From an optimization exercise on the open Yosys and OpenROAD flow, aimed at small area, a short achievable clock period and few clock cycles per item; shortcuts taken in it are not production practice. Where RTL was checked, it was by simulation tests only, not by an equivalence proof against the original. The RTL of runs 2 to 4 was laid out without a check of its function.

==> flow/design.v <==
module LUT (input [3:0] adr, output [15:0] data);
reg [15:0] datat;
	always @(adr) begin
		case(adr)
			0: datat = 16'hFFFF;
			1: datat = 16'h8000; 
			2: datat = 16'h5555; 
			3: datat = 16'h4000; 
			4: datat = 16'h3333; 
			5: datat = 16'h2AAA; 
			6: datat = 16'h2492; 
			7: datat = 16'h2000; 
			default : datat = 16'h0;
		endcase
	end
assign data = datat;
endmodule
`timescale 1 ns/ 100 ps
module counter (input clk,rst,zero,ld,enb, input [2:0] in ,output reg [3:0] out, output  co);
	always@(posedge clk, posedge rst)begin
		if(rst == 1'b1)
			out <= 0;
		else
			if(zero == 1'b1)
				out <= 0;
			else if(ld == 1'b1)
				out <= in;
			else if(enb == 1'b1)
				out <= out + 1'b1;
	end
	assign co = (out >= 4'b1000)? 1'b1: 1'b0;
endmodule 
`timescale 1 ns/ 100 ps
module register (input clk,rst,zero,init,ld, input [15:0] r_in, output reg [15:0] r_out);
	always@(posedge clk, posedge rst)begin
		if(rst == 1'b1)
			r_out <= 0;
		else
			if(zero == 1'b1)
				r_out <= 0;
			else if (init == 1'b1)
				r_out <= 16'hFFFF;
			else if(ld == 1'b1)
				r_out <= r_in;
	end
 endmodule
`timescale 1 ns/ 100 ps
module register18 (input clk,rst,zero,init,ld, input [17:0] r_in, output reg [17:0] r_out);
	always@(posedge clk, posedge rst)begin
		if(rst == 1'b1)
			r_out <= 0;
		else
			if(zero == 1'b1)
				r_out <= 0;
			else if (init == 1'b1)
				r_out <= 16'hFFFF;
			else if(ld == 1'b1)
				r_out <= r_in;
	end
 endmodule
`timescale 1 ns/ 100 ps
module mux2to1(input [15:0] a,b, input s, output [15:0] y);
	assign y = (~s)? a:b;
endmodule 
`timescale 1 ns/ 100 ps
module multiplier(input [15:0] a,b, output [15:0] c);
wire [31:0]temp;
	assign temp = a*b;
	assign c = temp[31:16];
endmodule
module adder(input [17:0] a,b, output [17:0] s);
assign s = a+b;
endmodule
module datapath(input clk,rst, zx,initx,ldx, zt,initt,ldt, zr,initr,ldr, zc,ldc,enc, s,
		 input [15:0] x, output co,output [17:0]result);
	wire [15:0] xptwo;
	wire [2:0] c_in = 0;
	wire [15:0] data,m_out,temp_in,ymux;
	wire [15:0] xptwor,temp_out, xr;
	wire [17:0] res_in;
	wire [3:0] adr;
	register regx(clk,rst,zx,initx,ldx,x,xr);
	counter count(clk,rst,zc,ldc,enc,c_in,adr,co);
	LUT lut(adr,data);
	mux2to1 mux(xr,data,s,m_out);
	multiplier mult(m_out,temp_out,temp_in);
	register rtemp(clk,rst,zt,initt,ldt,temp_in,temp_out);
	adder add(result,{2'b00,temp_out},res_in);
	register18 rres(clk,rst,zr,initr,ldr,res_in,result);
endmodule
module controller(input clk,rst,start,co,
		    output reg done, zx,initx,ldx, zt,initt,ldt, zr,initr,ldr, zc,ldc,enc, s);
	reg [2:0] ps, ns;
	parameter [2:0]
	Idle = 0, Initialization = 1, Begin = 2, Mult1 = 3, Mult2 = 4, Add=5;
	always@(ps,co,start)begin
		ns = Idle;
		case(ps)
			Idle:
				ns = (start)? Initialization : Idle;
			Initialization:
				ns = (start)? Initialization : Begin;
			Begin:
				ns = Mult1;
			Mult1:
				ns = Mult2;
			Mult2:
				ns = Add;
			Add:
				ns = (co)? Idle : Mult1;
		endcase
	end
	always@(ps,co,start)begin
	done = 1'b0; zx = 1'b0; initx = 1'b0; ldx = 1'b0; zt = 1'b0; initt = 1'b0; ldt = 1'b0; 
	zr = 1'b0; initr = 1'b0; ldr = 1'b0;  zc = 1'b0; ldc = 1'b0; enc = 1'b0; s = 1'b0;
		case(ps)
			Idle:begin
				zx = 1'b1;
				zt = 1'b1;
				zc = 1'b1;
				done = 1'b1;
			end
			Initialization: begin
				ldx = 1'b1;
			end
			Begin:begin
				initr = 1'b1;
				initt = 1'b1;
			end
			Mult1:begin
				s = 1'b0;
				ldt = 1'b1;
			end
			Mult2:begin
				s = 1'b1;
				ldt = 1'b1;
			end
			Add:begin
				enc =1'b1;
				ldr = 1'b1;
			end
		endcase
	end
	always@(posedge clk,posedge rst)begin
		if(rst == 1'b1)
			ps <= Idle;
		else
			ps <= ns;
	end
endmodule
module exponential(input clk,rst,start, input [15:0] x, 
		   output done, output[1:0] intpart, output [15:0]fracpart);
	wire co,zx,initx,ldx,zt,initt,ldt,zr,initr,ldr,zc,ldc,enc,s;
	controller control(clk,rst,start,co,done, zx,initx,ldx, 
			  zt,initt,ldt, zr,initr,ldr, zc,ldc,enc, s);
	datapath dP(clk,rst, zx,initx,ldx, zt,initt,ldt,
		    zr,initr,ldr, zc,ldc,enc, s,x,co,{intpart,fracpart});
endmodule
==> flow/run.sh <==
#!/bin/bash
# synth_recipe.tcl (not shown) runs the flow's synth.tcl, then flattens the netlist and writes it again
# the make line also repeats each setting of config.mk as NAME=value (left out here)
make -C /OpenROAD-flow-scripts/flow DESIGN_CONFIG=/design/flow/config.mk WORK_HOME=/design/flow/orfs CLKGATE_MAP_FILE= SYNTH_SCRIPT=/design/flow/synth_recipe.tcl finish
==> flow/config.mk <==
export PLATFORM = sky130hd
export DESIGN_NAME = exponential
export DESIGN_NICKNAME = exponential
export VERILOG_FILES = /design/flow/design.v
export SDC_FILE = /design/flow/constraint.sdc
export NUM_CORES = 4
export LEC_CHECK = 0
export CAP_MARGIN = 20
export CORE_MARGIN = 2
export CORE_UTILIZATION = 40
export SLEW_MARGIN = 20
==> flow/constraint.sdc <==
create_clock -name core_clock -period 9.0 [get_ports {clk}]
set_input_delay 1.8000 -clock core_clock [delete_from_list [all_inputs] [get_ports {clk}]]
set_output_delay 1.8000 -clock core_clock [all_outputs]
set_load 0.01 [all_outputs]
==> results of run 1 <==
[routing by layer]
layer,track usage,vias to the layer above
li1,-,3894
met1,0.269,4178
met2,0.340,161
met3,0.0255,27
met4,0.0409,0
met5,0,-
[metrics by stage]
stage	setup WS, ps	std cells	hold WS (ps)
6_report	657	1636	484
5_1_grt	172	1636	527
4_1_cts	724	1636	489
3_5_place_dp	732	1620	482
3_3_place_gp	1030	1620	469
2_1_floorplan	1590	1253	461
[worst max-delay path, delay by kind of cell, from the launching register on]
family / cells / cell delay, ps
adder cells (fa/ha/maj): 7 / 3320
AO/OA/AOI/OAI: 12 / 3150
flip-flops: 1 / 730
AND/OR/NAND/NOR: 2 / 800
buffers and inverters: 3 / 160
[layout make-up]
class	instances	area (um2)
clock buffer	11	253
multi-input combinational	902	8740
fill	2711	15400
inverter	238	893
timing repair buffer	45	430
tap	378	473
sequential	57	1430
clock inverter	5	77.6
[state kept, by name, indices dropped and copies added (netlist names)]
| register | count |
|---|---|
| dP.regx.r_out | 16 |
| dP.rtemp.r_out | 16 |
| control.ps | 3 |
| dP.count.out | 4 |
| dP.rres.r_out | 18 |
[cells by family after synthesis]
kind of cell	after synthesis	synth area share
and+or+nand+nor	386	0.165
adders and majority gates	316	0.481
buffers and inverters	294	0.0988
AOI/OAI and AO/OA	166	0.101
DFF	57	0.127
xor gates and xnor gates	28	0.0218
muxes	6	0.00556
[final timing paths]
path	start	to	slack [ps]	depth (start not counted)
worst max-delay path	control.ps[2]	dP.rtemp.r_out[15]	660	24
worst min-delay path	dP.rres.r_out[17]	dP.rres.r_out[17]	480	1
worst max register to register	control.ps[2]	dP.rtemp.r_out[15]	660	24
worst min register to register	dP.rres.r_out[17]	dP.rres.r_out[17]	480	1
max in group asynchronous	rst	dP.regx.r_out[1]	6500	3
min in group asynchronous	rst	dP.rres.r_out[14]	1990	3
[cells in the final DEF (no fill, tap or decap), drive strengths merged, types with 11 or more instances in the layout]
cell type and instances:
clkbuf 11, a22o 16, xor2 11, ha 122, fa 194, o21ai 29, a21o 20, nand2 196
a21oi 44, nor2 27, nand3 11, inv 238, xnor2 17, dfrtp 57, o211ai 14, clkdlybuf4s50 37
and2 115
==> flow_summary.toml, run 1 <==
[outcome]
status = "complete, no violations"

[route]
ant_nets = 0
drtIter0Drc = 419
wl_met3_um = 976
wl_per_cell_um = 16.5
top_layer = "met4"
viasPerCell = 5.05
vias = 8260
drt_wl_total_mm = 27.0
met1_length_mm = 12.5
firstDrtPassIters = 5
drcViolationCount = 0
dr_wl_met2_mm = 13.1

[timing]
setup_viol = 0
post-route-period-util = 0.927
fmax_ghz = 0.120
clock_skew_ps = 7.53
final.min_clock_period_ps = 8340
maxSlewHeadroom = 0.270
rsz0062_at_grt = "no"
fin_setup_tns_ps = 0
drv_slew = 0
tightest_slew_ps = 1100
hold_viol_final = 0

[floorplan]
core_area_um2 = 27700
die_y_um = 172
io_pins = 38
rows = 61
die_area_um2 = 29500
start_util = 0.406
die_w_um = 172

[logic_synthesis]
synth_area_leader_cell = "fa_1"
synthTopCellsByCount = "inv_1 (238), nand2_1 (195), fa_1 (194)"
ys.flop_type = "dfrtp_1"
syn_inst = 1253
yosysTopAreaCellShare = 0.345
syn-num-nets = 1588
syn_area_per_cell_um2 = 8.98
ys_ff_latch = 57
async_flop_share = 1.00
yosysWarnings = 5
yosysSeqAreaShare = 0.127
synthMostInstantiatedCell = "inv_1"
synth_cell_type_count = 60
synthTopCellsByArea = "fa_1 (35%), ha_1 (14%), dfrtp_1 (13%)"
synthesis.area_um2 = 11200
synth_edf_count = 0

[place]
hpwl_mm = 21.2
placed_area_um2 = 12000
gp_congestion = 0.847
io_buffers = 37

[finish]
diodes = 0
fin_area_um2 = 12300
syn2layout_area_growth_pct = 9.30
drive_above_1_share = 0.0382
nets = 1588
utilization = 0.444

[global_route]
grt_pass1_vias = 8844
grt_max_degree = 58
antenna_found_initial = 0
grt_usage = 0.198
grt_pass1_wl_mm = 45.8
overflow = 0

[job]
cap_viol_max_count = 0

[setup_path]
end_kind = "flop"
worst_path_max_delay_cell = "dfrtp_1"
critPathLaunchType = "flop"
cpPeakStageDelay_ps = 730
crit_arrival_ps = 8530
crit_path_frequent_cell = "fa_1"
worstSetupPathType = "reg -> reg"
worst_ep_required_time_ps = 9190
path_max_fanout = 31
crit_chain = "or3b_4 > a211oi_2 > a21o_1 > nand2_1 > fa_1 > fa_1 > inv_1 > fa_1 > fa_1 > fa_1 > inv_1 > fa_1 > inv_1 > ha_1 > a21o_1 > a21o_1 > a211oi_1 > o21ai_0 > o211ai_2 > o21ai_2 > a221o_2 > a211o_1 > o211ai_1 > o211ai_1"

[clocking]
numCtsBuffers = 9
clock_sinks = 57
worstSkewPairLatency_ps = 330
clk_path_buf_depth = 2
cts_hold_buf = 0
post-cts-setup-buffers = 0
clkTransAtPathRegs_ps = 60
htree_levels = 3
cts_resized = 0
root_buffer = "clkbuf_16"
cts_tree = "yes"

[worst_hold_path]
hp-class = "reg -> reg"
Testbench counts, summed over its fixed seeds: cycles 240,000, items 8,000.
==> run 2, diff against run 1 <==
==> flow/design.v (replaced) <==
module exponential(input clk, rst, start, input [15:0] x,
                   output done, output [1:0] intpart, output [15:0] fracpart);
  reg  [3:0]  s;
  wire        idle = ~|s;
  reg  [15:0] u;
  reg  [17:0] r;
  always @(posedge clk or posedge rst)
    if (rst) s <= 4'b0;
    else     s <= {s[2:0], idle & start};
  assign done = idle;
  wire [30:0] p5555 = 16'h5555 * u[14:0];
  wire [27:0] p3333 = 16'h3333 * u[11:0];
  wire [25:0] p2aaa = 16'h2AAA * u[9:0];
  reg  [15:0] t;
  always @* begin
    case (1'b1)
      s[0]:    t = {1'b0, u[15:1]};
      s[1]:    t = {2'b0, p5555[29:16]};
      s[2]:    t = {2'b0, u[15:2]};
      s[3]:    t = {4'b0, p3333[27:16]};
      default: t = {6'b0, p2aaa[25:16]};
    endcase
  end
  wire        xge2 = |x[15:1];
  wire [15:0] t0 = xge2 ? x - 16'd2 : 16'd0;
  wire [3:0] t67 = (x >= 16'd46904) + (x >= 16'd51031) + (x >= 16'd53627) +
                   (x >= 16'd55899) + (x >= 16'd57544) + (x >= 16'd58980) +
                   (x >= 16'd60309) + (x >= 16'd61357) +
                   ((x >= 16'd62481) ? 4'd2 : 4'd0) +
                   (x >= 16'd63365) + (x >= 16'd64192) + (x >= 16'd64957);
  wire [17:0] r0 = 18'h0FFFF + {2'b0, t0} + {14'b0, t67};
  wire [15:0] b = idle ? t0 : t;
  wire [31:0] prod = x * b;
  wire [17:0] sum = r + {2'b0, t};
  always @(posedge clk)
    if (start | ~idle) begin
      u <= prod[31:16];
      r <= idle ? r0 : sum;
    end
  assign {intpart, fracpart} = sum;
endmodule
==> flow_summary.toml, run 2 <==
[outcome]
status = "finished with violations"
failed_checks = "setup timing"

[setup_path]
timing.rr.end = "u[13]"
critPathLaunchType = "flop"
end_kind = "flop"
worstSetupPathType = "reg -> reg"
worst_path_max_delay_cell = "fa_1"
crit_arrival_ps = 10960
reg2regPathDepth = 41
crit_path_frequent_cell = "fa_1"
cpPeakStageDelay_ps = 550
r2r-start = "u[9]"
ff2ff_setup_slack_ps = -1890
worst_ep_required_time_ps = 9070
path_max_fanout = 6

[clocking]
clock_sinks = 38
htree_levels = 2
worstSkewPairLatency_ps = 320
root_buffer = "clkbuf_16"
cts_tree = "yes"
numCtsBuffers = 5
clk_path_buf_depth = 2
cts_hold_buf = 0
clkTransAtPathRegs_ps = 70

[timing]
tightest_slew_ps = 1020
clock_skew_ps = 14.9
holdWs_ps = 519
final.min_clock_period_ps = 10890
rsz0062_at_grt = "yes"
fin_setup_tns_ps = -32000
maxSlewHeadroom = 0.321
setup_viol = 24
drv_slew = 0
hold_viol_final = 0
fmax_ghz = 0.0918
worst_slack_ps = -1890
post-route-period-util = 1.21

[global_route]
antenna_found_initial = 0
grt_pass1_vias = 17890
grt_pass1_wl_mm = 94.4
grt_max_degree = 36
overflow = 0
grt_usage = 0.237

[finish]
nets = 3279
final-seq-area_um2 = 1120
fin_cells = 3189
largestRegisters = "r: 18 flops, u: 16 flops, s: 4 flops"
fill_cells = 4343
final_cell_mix = "inv_1 (420), buf_4 (419), ha_1 (361)"
syn2layout_area_growth_pct = 28.5
largest_reg_flops = 18
multiInputGateArea_um2 = 17500
regMostFlops = "r"
final_common_cell = "inv_1"
diodes = 0
drive_above_1_share = 0.256

[logic_synthesis]
synth_cell_type_count = 89
syn_area_per_cell_um2 = 9.07
synth_area_leader_cell = "fa_1"
async_flop_share = 0.105
syn-num-nets = 2858
yosysTopAreaCellShare = 0.311
yosysWarnings = 1
ys.flop_type = "edfxtp_1"
synthMostInstantiatedCell = "inv_1"
synth_edf_count = 34
yosysSeqAreaShare = 0.0575
ys_ff_latch = 38
syn_inst = 2152
synthesis.area_um2 = 19500
synthTopCellsByCount = "inv_1 (433), ha_1 (384), fa_1 (303)"
synthTopCellsByArea = "fa_1 (31%), ha_1 (25%), inv_1 (8.3%)"

[job]
cap_viol_max_count = 0

[place]
dp_cells = 3129
hpwl_mm = 48.0
io_buffers = 37
gp_congestion = 0.933

[worst_hold_path]
hold_end = "s[2]"
whs_path_depth = 0
hold_start = "s[1]"
hp-class = "reg -> reg"

[floorplan]
die_y_um = 225
start_util = 0.407
die_w_um = 225
core_area_um2 = 47900
io_pins = 38
rows = 80
die_area_um2 = 50600

[route]
firstDrtPassIters = 6
ant_nets = 0
drt_wl_total_mm = 59.1
viasPerCell = 5.24
drtIter0Drc = 1003
vias = 16713
drcViolationCount = 0
wl_per_cell_um = 18.5
[run 2: cell count changes after synthesis, moves of 35 or more]
| cell | before | now |
|---|---|---|
| ha_1 | 122 | 384 |
| inv_1 | 238 | 433 |
| fa_1 | 194 | 303 |
| nor2_1 | 27 | 89 |
| dfrtp_1 | 57 | 4 |
| and2_1 | 115 | 76 |
| nand3_1 | 11 | 46 |
[run 2: how the worst max path moves through the flow]
stage,depth (start not counted),slack (ps),from,to
after global placement,42,-2310,u[5],u[4]
after CTS,42,-1920,u[2],u[13]
after global routing,43,-2250,u[5],u[13]
after floorplan,43,-1680,u[0],u[13]
final,41,-1890,u[9],u[13]
after detailed placement,42,-2460,u[5],u[4]
[run 2: kinds of logic after synthesis]
| family | count (synthesis) | synth area share |
|---|---|---|
| fa+ha+maj | 687 | 0.557 |
| xor+xnor | 85 | 0.0382 |
| mux | 10 | 0.00596 |
| flops | 38 | 0.0575 |
| buf+inv | 505 | 0.0991 |
| simple gates | 519 | 0.129 |
| compound gates | 308 | 0.113 |
[run 2: critical path: cells and delay by family (launching register included)]
kind / cells / cell delay (ps)
buf+inv: 10 / 680
simple gates: 2 / 250
fa+ha+maj: 14 / 6260
compound gates: 12 / 2350
mux: 1 / 300
flops: 1 / 520
xor+xnor: 2 / 230
[run 2: per-layer routing]
metal  vias to the layer above  wire length, um  track usage
met1                      8364            26000        0.316
met3                        81             2510       0.0226
met5                         -                0            0
met2                       398            29000        0.415
li1                       7870                -            -
met4                         0             1530       0.0553
[run 2: timing repair]
| item | in CTS | in global routing |
|---|---|---|
| buffers inserted | 28 | 24 |
| resized for setup | 133 | 77 |
| setup endpoints to repair | 30 | 33 |
| pin swaps | 74 | 64 |
| hold endpoints to repair | 0 | 0 |
| cloned | 1 | 2 |
[run 2: metrics by stage]
stage | util | instance area [um2] | setup slack [ps]
after CTS | 0.512 | 24500 | -1920
after detailed placement | 0.494 | 23700 | -2460
final | 0.523 | 25100 | -1890
after floorplan | - | 19800 | -1680
after global routing | 0.523 | 25100 | -2250
after global placement | 0.494 | 23700 | -2310
[run 2: layout make-up]
cell class | count | area share
inverter | 433 | 0.0648
timing repair buffer | 484 | 0.155
tap | 615 | 0.0307
clock buffer | 5 | 0.00499
sequential | 38 | 0.0447
clock inverter | 3 | 0.00274
multi-input combinational | 1611 | 0.697
==> run 3, diff against run 2 <==
--- a/flow/design.v
+++ b/flow/design.v
@@ -30,12 +30,36 @@
                    (x >= 16'd63365) + (x >= 16'd64192) + (x >= 16'd64957);
   wire [17:0] r0 = 18'h0FFFF + {2'b0, t0} + {14'b0, t67};
   wire [15:0] b = idle ? t0 : t;
-  wire [31:0] prod = x * b;
+  wire [15:0] prod_hi;
+  booth_mul16 mul(.a(x), .b(b), .hi(prod_hi));
   wire [17:0] sum = r + {2'b0, t};
   always @(posedge clk)
     if (start | ~idle) begin
-      u <= prod[31:16];
+      u <= prod_hi;
       r <= idle ? r0 : sum;
     end
   assign {intpart, fracpart} = sum;
 endmodule
+module booth_mul16(input [15:0] a, input [15:0] b, output [15:0] hi);
+  wire [17:0] ae = {1'b0, a, 1'b0};
+  wire [31:0] rows [0:8];
+  wire [8:0]  neg;
+  genvar i;
+  generate
+    for (i = 0; i < 8; i = i + 1) begin : g
+      wire x0 = ae[2*i], x1 = ae[2*i+1], x2 = ae[2*i+2];
+      wire one = x1 ^ x0;
+      wire two = (x2 & ~x1 & ~x0) | (~x2 & x1 & x0);
+      assign neg[i] = x2;
+      wire [16:0] m = ({17{one}} & {1'b0, b}) | ({17{two}} & {b, 1'b0});
+      wire [16:0] p = m ^ {17{x2}};
+      assign rows[i] = {13'b0, ~x2, p} << (2*i);
+    end
+  endgenerate
+  assign neg[8] = 1'b0;
+  assign rows[8] = a[15] ? {b, 16'b0} : 32'b0;
+  localparam [31:0] K = 32'h5556_0000;
+  wire [31:0] negs = {15'b0, 1'b0, neg[7], 1'b0, neg[6], 1'b0, neg[5], 1'b0, neg[4], 1'b0, neg[3], 1'b0, neg[2], 1'b0, neg[1], 1'b0, neg[0]};
+  wire [31:0] s = rows[0] + rows[1] + rows[2] + rows[3] + rows[4] + rows[5] + rows[6] + rows[7] + rows[8] + negs + K;
+  assign hi = s[31:16];
+endmodule
==> flow_summary.toml, run 3 <==
[logic_synthesis]
synthTopCellsByCount = "ha_1 (389), inv_1 (321), fa_1 (195)"
synth_cell_type_count = 87
synthMostInstantiatedCell = "ha_1"
synthesis.area_um2 = 19200
synthTopCellsByArea = "ha_1 (25%), fa_1 (20%), xnor2_1 (7.2%)"
syn-num-nets = 2843
synth_edf_count = 34
ys_ff_latch = 38
ys.flop_type = "edfxtp_1"
yosysWarnings = 2
synth_area_leader_cell = "ha_1"
syn_inst = 2240
yosysTopAreaCellShare = 0.254
syn_area_per_cell_um2 = 8.56
yosysSeqAreaShare = 0.0584
async_flop_share = 0.105

[route]
vias = 18525
ant_nets = 0
drcViolationCount = 0
wl_per_cell_um = 19.4
viasPerCell = 5.57
drt_wl_total_mm = 64.5
drtIter0Drc = 1331
firstDrtPassIters = 5

[global_route]
grt_usage = 0.259
antenna_found_initial = 1
overflow = 0
grt_max_degree = 35
grt_pass1_vias = 19186
grt_pass1_wl_mm = 103

[clocking]
htree_levels = 2
worstSkewPairLatency_ps = 290
cts_tree = "yes"
numCtsBuffers = 5
clkTransAtPathRegs_ps = 60
root_buffer = "clkbuf_16"
cts_hold_buf = 0
clk_path_buf_depth = 2
clock_sinks = 38

[timing]
post-route-period-util = 1.33
fmax_ghz = 0.0833
drv_slew = 0
fin_setup_tns_ps = -56240
clock_skew_ps = 7.17
tightest_slew_ps = 819
hold_viol_final = 0
worst_slack_ps = -3000
maxSlewHeadroom = 0.454
rsz0062_at_grt = "yes"
setup_viol = 28
final.min_clock_period_ps = 12000

[finish]
nets = 3313
final_common_cell = "buf_4"
utilization = 0.525
regMostFlops = "r"
largest_reg_flops = 18
final_cell_mix = "buf_4 (514), ha_1 (368), inv_1 (312)"
syn2layout_area_growth_pct = 30.1
drive_above_1_share = 0.275
largestRegisters = "r: 18 flops, u: 16 flops, s: 4 flops"
fill_cells = 4413

[outcome]
failed_checks = "setup timing"
status = "finished with violations"

[setup_path]
crit_arrival_ps = 12040
worst_ep_required_time_ps = 9040
end_kind = "flop"
worstSetupPathType = "reg -> reg"
worst_path_max_delay_cell = "fa_2"
cpPeakStageDelay_ps = 560
critPathLaunchType = "flop"
path_max_fanout = 4

[worst_hold_path]
hp-class = "reg -> reg"

[job]
cap_viol_max_count = 0

[floorplan]
die_area_um2 = 49700
die_y_um = 223
io_pins = 38
die_w_um = 223
rows = 80
start_util = 0.403
core_area_um2 = 47500

[place]
io_buffers = 37
gp_congestion = 0.962
hpwl_mm = 52.2
run 3: area by class of cell:
type	count	area, um2	area share
Antenna cell	1	2.50	0.000100
Clock buffer	5	125	0.00501
Timing Repair Buffer	564	4340	0.174
Tap cell	615	769	0.0308
Multi-Input combinational cell	1773	17400	0.695
Sequential cell	38	1120	0.0449
Clock inverter	3	16.3	0.000652
Inverter	328	1230	0.0493
run 3: kinds of logic after synthesis:
| group | count (synthesis) | share of synthesized area |
|---|---|---|
| AOI/OAI and AO/OA | 540 | 0.191 |
| adders and majority gates | 586 | 0.458 |
| DFF | 38 | 0.0584 |
| and+or+nand+nor | 438 | 0.109 |
| buffers and inverters | 429 | 0.0853 |
| muxes | 31 | 0.0172 |
| xor gates and xnor gates | 178 | 0.0813 |
run 3: final timing paths:
| check | start | to | slack [ps] | cells after the start |
|---|---|---|---|---|
| min in group asynchronous | rst | s[2] | 1740 | 2 |
| hold reg to reg | s[2] | s[3] | 590 | 0 |
| max in group asynchronous | rst | s[1] | 7100 | 2 |
| hold / removal | s[2] | s[3] | 590 | 0 |
| setup reg to reg | u[0] | u[8] | -3000 | 52 |
| setup / recovery | u[0] | u[8] | -3000 | 52 |
run 3: worst max-delay path: cells and delay by family, from the launching register on:
kind	cells	cell delay [ps]
compound gates	22	3920
fa+ha+maj	13	5400
buf+inv	10	990
flops	1	390
simple gates	5	780
xor+xnor	2	280
run 3: through the flow:
stage	instances	hold WS (ps)	setup slack [ps]	cell area [um2]
floorplan	2240	352	-2520	19400
global placement	3278	568	-3120	23800
detailed placement	3278	571	-3260	23800
CTS	3310	580	-3100	24400
global route	3326	621	-3440	25000
finish	3327	593	-3000	25000
run 3: repair_timing:
| item | in CTS | in global routing |
|---|---|---|
| gates resized for setup | 131 | 96 |
| buffers inserted | 26 | 16 |
| setup endpoints to repair | 34 | 38 |
| pin swaps | 91 | 94 |
run 3: per-layer routing:
layer	part of all wire	vias to the layer above	GRT usage
li1	-	8756	-
met1	0.42	8981	0.336
met2	0.48	629	0.447
met3	0.055	159	0.0157
met4	0.047	0	0.109
met5	0	-	0
==> run 4, diff against run 3 <==
==> flow/design.v (replaced) <==
module exponential(input clk, rst, start, input [15:0] x,
                   output done, output [1:0] intpart, output [15:0] fracpart);
  reg  [5:0]  s;           
  wire        idle = ~|s;
  reg  [15:0] u;
  reg  [17:0] r;
  always @(posedge clk or posedge rst)
    if (rst) s <= 6'b0;
    else     s <= {s[4:0], idle & start};
  assign done = idle;
  wire        xge2 = |x[15:1];
  wire [15:0] t0 = xge2 ? x - 16'd2 : 16'd0;
  wire [11:0] g;
  assign g[0]  = x >= 16'd46904;
  assign g[1]  = x >= 16'd51031;
  assign g[2]  = x >= 16'd53627;
  assign g[3]  = x >= 16'd55899;
  assign g[4]  = x >= 16'd57544;
  assign g[5]  = x >= 16'd58980;
  assign g[6]  = x >= 16'd60309;
  assign g[7]  = x >= 16'd61357;
  assign g[8]  = x >= 16'd62481;
  assign g[9]  = x >= 16'd63365;
  assign g[10] = x >= 16'd64192;
  assign g[11] = x >= 16'd64957;
  reg [3:0] t67;
  always @* begin
    casez (g)
      12'b1???????????: t67 = 4'd13;
      12'b01??????????: t67 = 4'd12;
      12'b001?????????: t67 = 4'd11;
      12'b0001????????: t67 = 4'd10;
      12'b00001???????: t67 = 4'd8;
      12'b000001??????: t67 = 4'd7;
      12'b0000001?????: t67 = 4'd6;
      12'b00000001????: t67 = 4'd5;
      12'b000000001???: t67 = 4'd4;
      12'b0000000001??: t67 = 4'd3;
      12'b00000000001?: t67 = 4'd2;
      12'b000000000001: t67 = 4'd1;
      default:          t67 = 4'd0;
    endcase
  end
  wire [17:0] r0 = 18'h0FFFF + {2'b0, t0} + {14'b0, t67};
  wire [15:0] b = idle ? t0 : s[0] ? {1'b0, u[15:1]} : s[3] ? {2'b0, u[15:2]} : u;
  wire [15:0] a = s[1] ? 16'h5555 : s[4] ? 16'h3333 : x;
  wire [15:0] hi;
  mul16hi mul(.a(a), .b(b), .hi(hi));
  wire [21:0] p5 = 12'h2AA * u[9:0];
  wire [15:0] t5 = {9'b0, p5[18:12]};
  wire [17:0] sum = r + {2'b0, idle ? t5 : b};
  always @(posedge clk) begin
    if (start | ~idle) u <= hi;
    if (idle & start)  r <= r0;
    else if (s[0] | s[2] | s[3] | s[5]) r <= sum;
  end
  assign {intpart, fracpart} = sum;
endmodule
module mul16hi(input [15:0] a, input [15:0] b, output [15:0] hi);
  wire [17:0] be = {1'b0, b, 1'b0};
  wire [31:0] rows [0:8];
  wire [7:0]  neg;
  genvar i;
  generate
    for (i = 0; i < 8; i = i + 1) begin : g
      wire y0 = be[2*i], y1 = be[2*i+1], y2 = be[2*i+2];
      wire one = y1 ^ y0;
      wire two = (y2 & ~y1 & ~y0) | (~y2 & y1 & y0);
      assign neg[i] = y2;
      wire [16:0] m = ({17{one}} & {1'b0, a}) | ({17{two}} & {a, 1'b0});
      wire [16:0] p = m ^ {17{y2}};
      assign rows[i] = {13'b0, ~y2, p} << (2*i);
    end
  endgenerate
  assign rows[8] = b[15] ? {a, 16'b0} : 32'b0;
  wire [31:0] negs = {16'b0, 1'b0, neg[7], 1'b0, neg[6], 1'b0, neg[5], 1'b0, neg[4],
                      1'b0, neg[3], 1'b0, neg[2], 1'b0, neg[1], 1'b0, neg[0]};
  wire [31:0] s = rows[0] + rows[1] + rows[2] + rows[3] + rows[4] + rows[5] +
                  rows[6] + rows[7] + rows[8] + negs + 32'h5556_0000;
  assign hi = s[31:16];
endmodule
==> flow_summary.toml, run 4 <==
[logic_synthesis]
syn-num-nets = 2194
syn_area_per_cell_um2 = 7.47
synthTopCellsByCount = "a21oi_1 (204), o21ai_0 (178), ha_1 (166)"
yosysTopAreaCellShare = 0.148
synthTopCellsByArea = "fa_1 (15%), ha_1 (15%), a21oi_1 (7.2%)"
synthesis.area_um2 = 14200
yosysSeqAreaShare = 0.0823
ys_ff_latch = 40
synth_edf_count = 34
synthMostInstantiatedCell = "a21oi_1"
syn_inst = 1904
async_flop_share = 0.150
ys.flop_type = "edfxtp_1"
synth_cell_type_count = 82
synth_area_leader_cell = "fa_1"
yosysWarnings = 2

[finish]
largestRegisters = "r: 18 flops, u: 16 flops, s: 6 flops"
fill_cells = 3453
largest_reg_flops = 18
diodes = 0
final_cell_mix = "buf_4 (326), a21oi_1 (188), o21ai_0 (168)"
multiInputGateArea_um2 = 12300
syn2layout_area_growth_pct = 25.4
drive_above_1_share = 0.231
regMostFlops = "r"
nets = 2408
final-seq-area_um2 = 1170
final_common_cell = "buf_4"

[job]
cap_viol_max_count = 0

[place]
dp_slack_ps = -1210
io_buffers = 37
hpwl_mm = 42.5
gp_congestion = 0.961

[route]
drtIter0Drc = 1708
drcViolationCount = 0
ant_nets = 0
firstDrtPassIters = 8
drt_wl_total_mm = 54.1
vias = 15812
wl_per_cell_um = 21.0
viasPerCell = 6.13

[floorplan]
start_util = 0.403
die_area_um2 = 37100
core_area_um2 = 35300
io_pins = 38
rows = 69
die_y_um = 193
die_w_um = 193

[setup_path]
crit_path_frequent_cell = "ha_4"
crit_arrival_ps = 9420
critPathLaunchType = "primary input"
worst_path_max_delay_cell = "fa_2"
worstSetupPathType = "in -> reg"
worst_ep_required_time_ps = 9040
cpPeakStageDelay_ps = 550
path_max_fanout = 8
end_kind = "flop"

[clocking]
clkTransAtPathRegs_ps = 60
cts_hold_buf = 0
root_buffer = "clkbuf_16"
clk_path_buf_depth = 2
htree_levels = 2
numCtsBuffers = 5
worstSkewPairLatency_ps = 290
clock_sinks = 40
cts_tree = "yes"

[worst_hold_path]
hp-class = "reg -> reg"

[global_route]
grt_usage = 0.291
grt_max_degree = 30
overflow = 0
grt_pass1_vias = 15240
antenna_found_initial = 0
grt_pass1_wl_mm = 84.3

[timing]
rsz0062_at_grt = "yes"
post-route-period-util = 1.04
setup_viol = 12
holdWs_ps = 393
maxSlewHeadroom = 0.413
final.min_clock_period_ps = 9380
fmax_ghz = 0.107
hold_viol_final = 0
drv_slew = 0
clock_skew_ps = 7.64
worst_slack_ps = -381
tightest_slew_ps = 878

[outcome]
failed_checks = "setup timing"
status = "finished with violations"
==> run 4: changes by cell type in the layout (fill, tap and decap cells not counted), sizes merged, moves of 89 or more <==
cell	before	now
buf	541	339
fa	195	105
ha	389	166
inv	325	170
o21ai	103	192
xnor2	157	57
==> run 4: metrics by stage <==
step                utilization  setup TNS [ps]  instance area (um2)  std cells
floorplan                     -           -3020                14600       1904
global placement          0.486          -12880                17200       2547
detailed placement        0.486          -14990                17200       2547
CTS                       0.498           -2830                17600       2566
global route              0.505           -7030                17800       2580
finish                    0.505           -3870                17800       2580
==> run 4: kinds of logic (layout without fill, tap and decap cells) <==
kind of cell | Yosys count | in the layout | synth area share
multiplexers | 18 | 18 | 0.0133
adder cells (fa/ha/maj) | 282 | 282 | 0.302
AND/OR/NAND/NOR | 420 | 420 | 0.140
flip-flops | 40 | 40 | 0.0823
buffers and inverters | 337 | 552 | 0.0925
AO/OA/AOI/OAI | 722 | 722 | 0.318
XOR/XNOR | 85 | 85 | 0.0523
==> run 4: layout make-up <==
class,instances,area share
tap,461,0.0323
sequential,40,0.0657
inverter,172,0.0369
clock buffer,7,0.00863
multi-input combinational,1527,0.691
clock inverter,1,0.000281
timing repair buffer,372,0.165
==> run 4: critical path: cells and delay by family <==
kind / cells / cell delay, ps
AO/OA/AOI/OAI: 15 / 2520
XOR/XNOR: 2 / 360
adder cells (fa/ha/maj): 7 / 2530
buffers and inverters: 4 / 330
AND/OR/NAND/NOR: 8 / 1870
==> run 4: path summary, 6_finish.rpt <==
check,start,endpoint,slack (ps),cells after the start
max,x[1],u[8],-380,36
min in group asynchronous,rst,s[3],1750,2
max in group asynchronous,rst,s[0],7060,2
max reg2reg,s[3],u[8],540,33
min,s[2],s[3],390,0
min reg2reg,s[2],s[3],390,0
==> run 4: what timing repair did <==
item / in CTS / in global routing
resized for setup: 71 / 40
endpoints found under the setup margin: 18 / 19
pin swaps: 50 / 31
buffers inserted: 11 / 14
==> run 4: per-layer routing <==
metal | vias to the layer above | wire [um] | GRT usage
met1 | 7614 | 22700 | 0.388
met2 | 729 | 24900 | 0.480
met5 | - | 0 | 0
met4 | 0 | 2150 | 0.107
li1 | 7316 | - | -
met3 | 153 | 4370 | 0.0375

-- static timing again, ports no longer ideal --
No port has a modelled driver above. Below, the same layouts with a new extraction and two added sets of constraints. Step 1 sets driving cells, clkbuf_16 on the clock port and buf_2 on the other inputs (assumed; they add their load-dependent delay and slew). Step 2 moves the port delays by t, midway between the first and last clock arrival at a register: inputs arrive t later, outputs are due t later. That takes back most of the time a late clock gives input paths. a / b / c = no drivers / after step 1 / after step 2; a / b = the first two.
| run | shift t [ns] | slack for setup (ns) | worst data-port slew with drivers (ns) |
|---|---|---|---|
| run 1 | 0.362 | 0.657 / 0.657 / 0.657 | 0.07 |
| run 2 | 0.351 | -1.890 / -1.890 / -1.890 | 0.08 |
| run 3 | 0.328 | -3.002 / -3.002 / -3.002 | 0.07 |
| run 4 | 0.316 | -0.381 / -0.392 / -0.708 | 0.05 |
For run 4, which loses most, drivers alone change the setup slack by -0.011 ns; drivers and shift together by -0.327 ns.
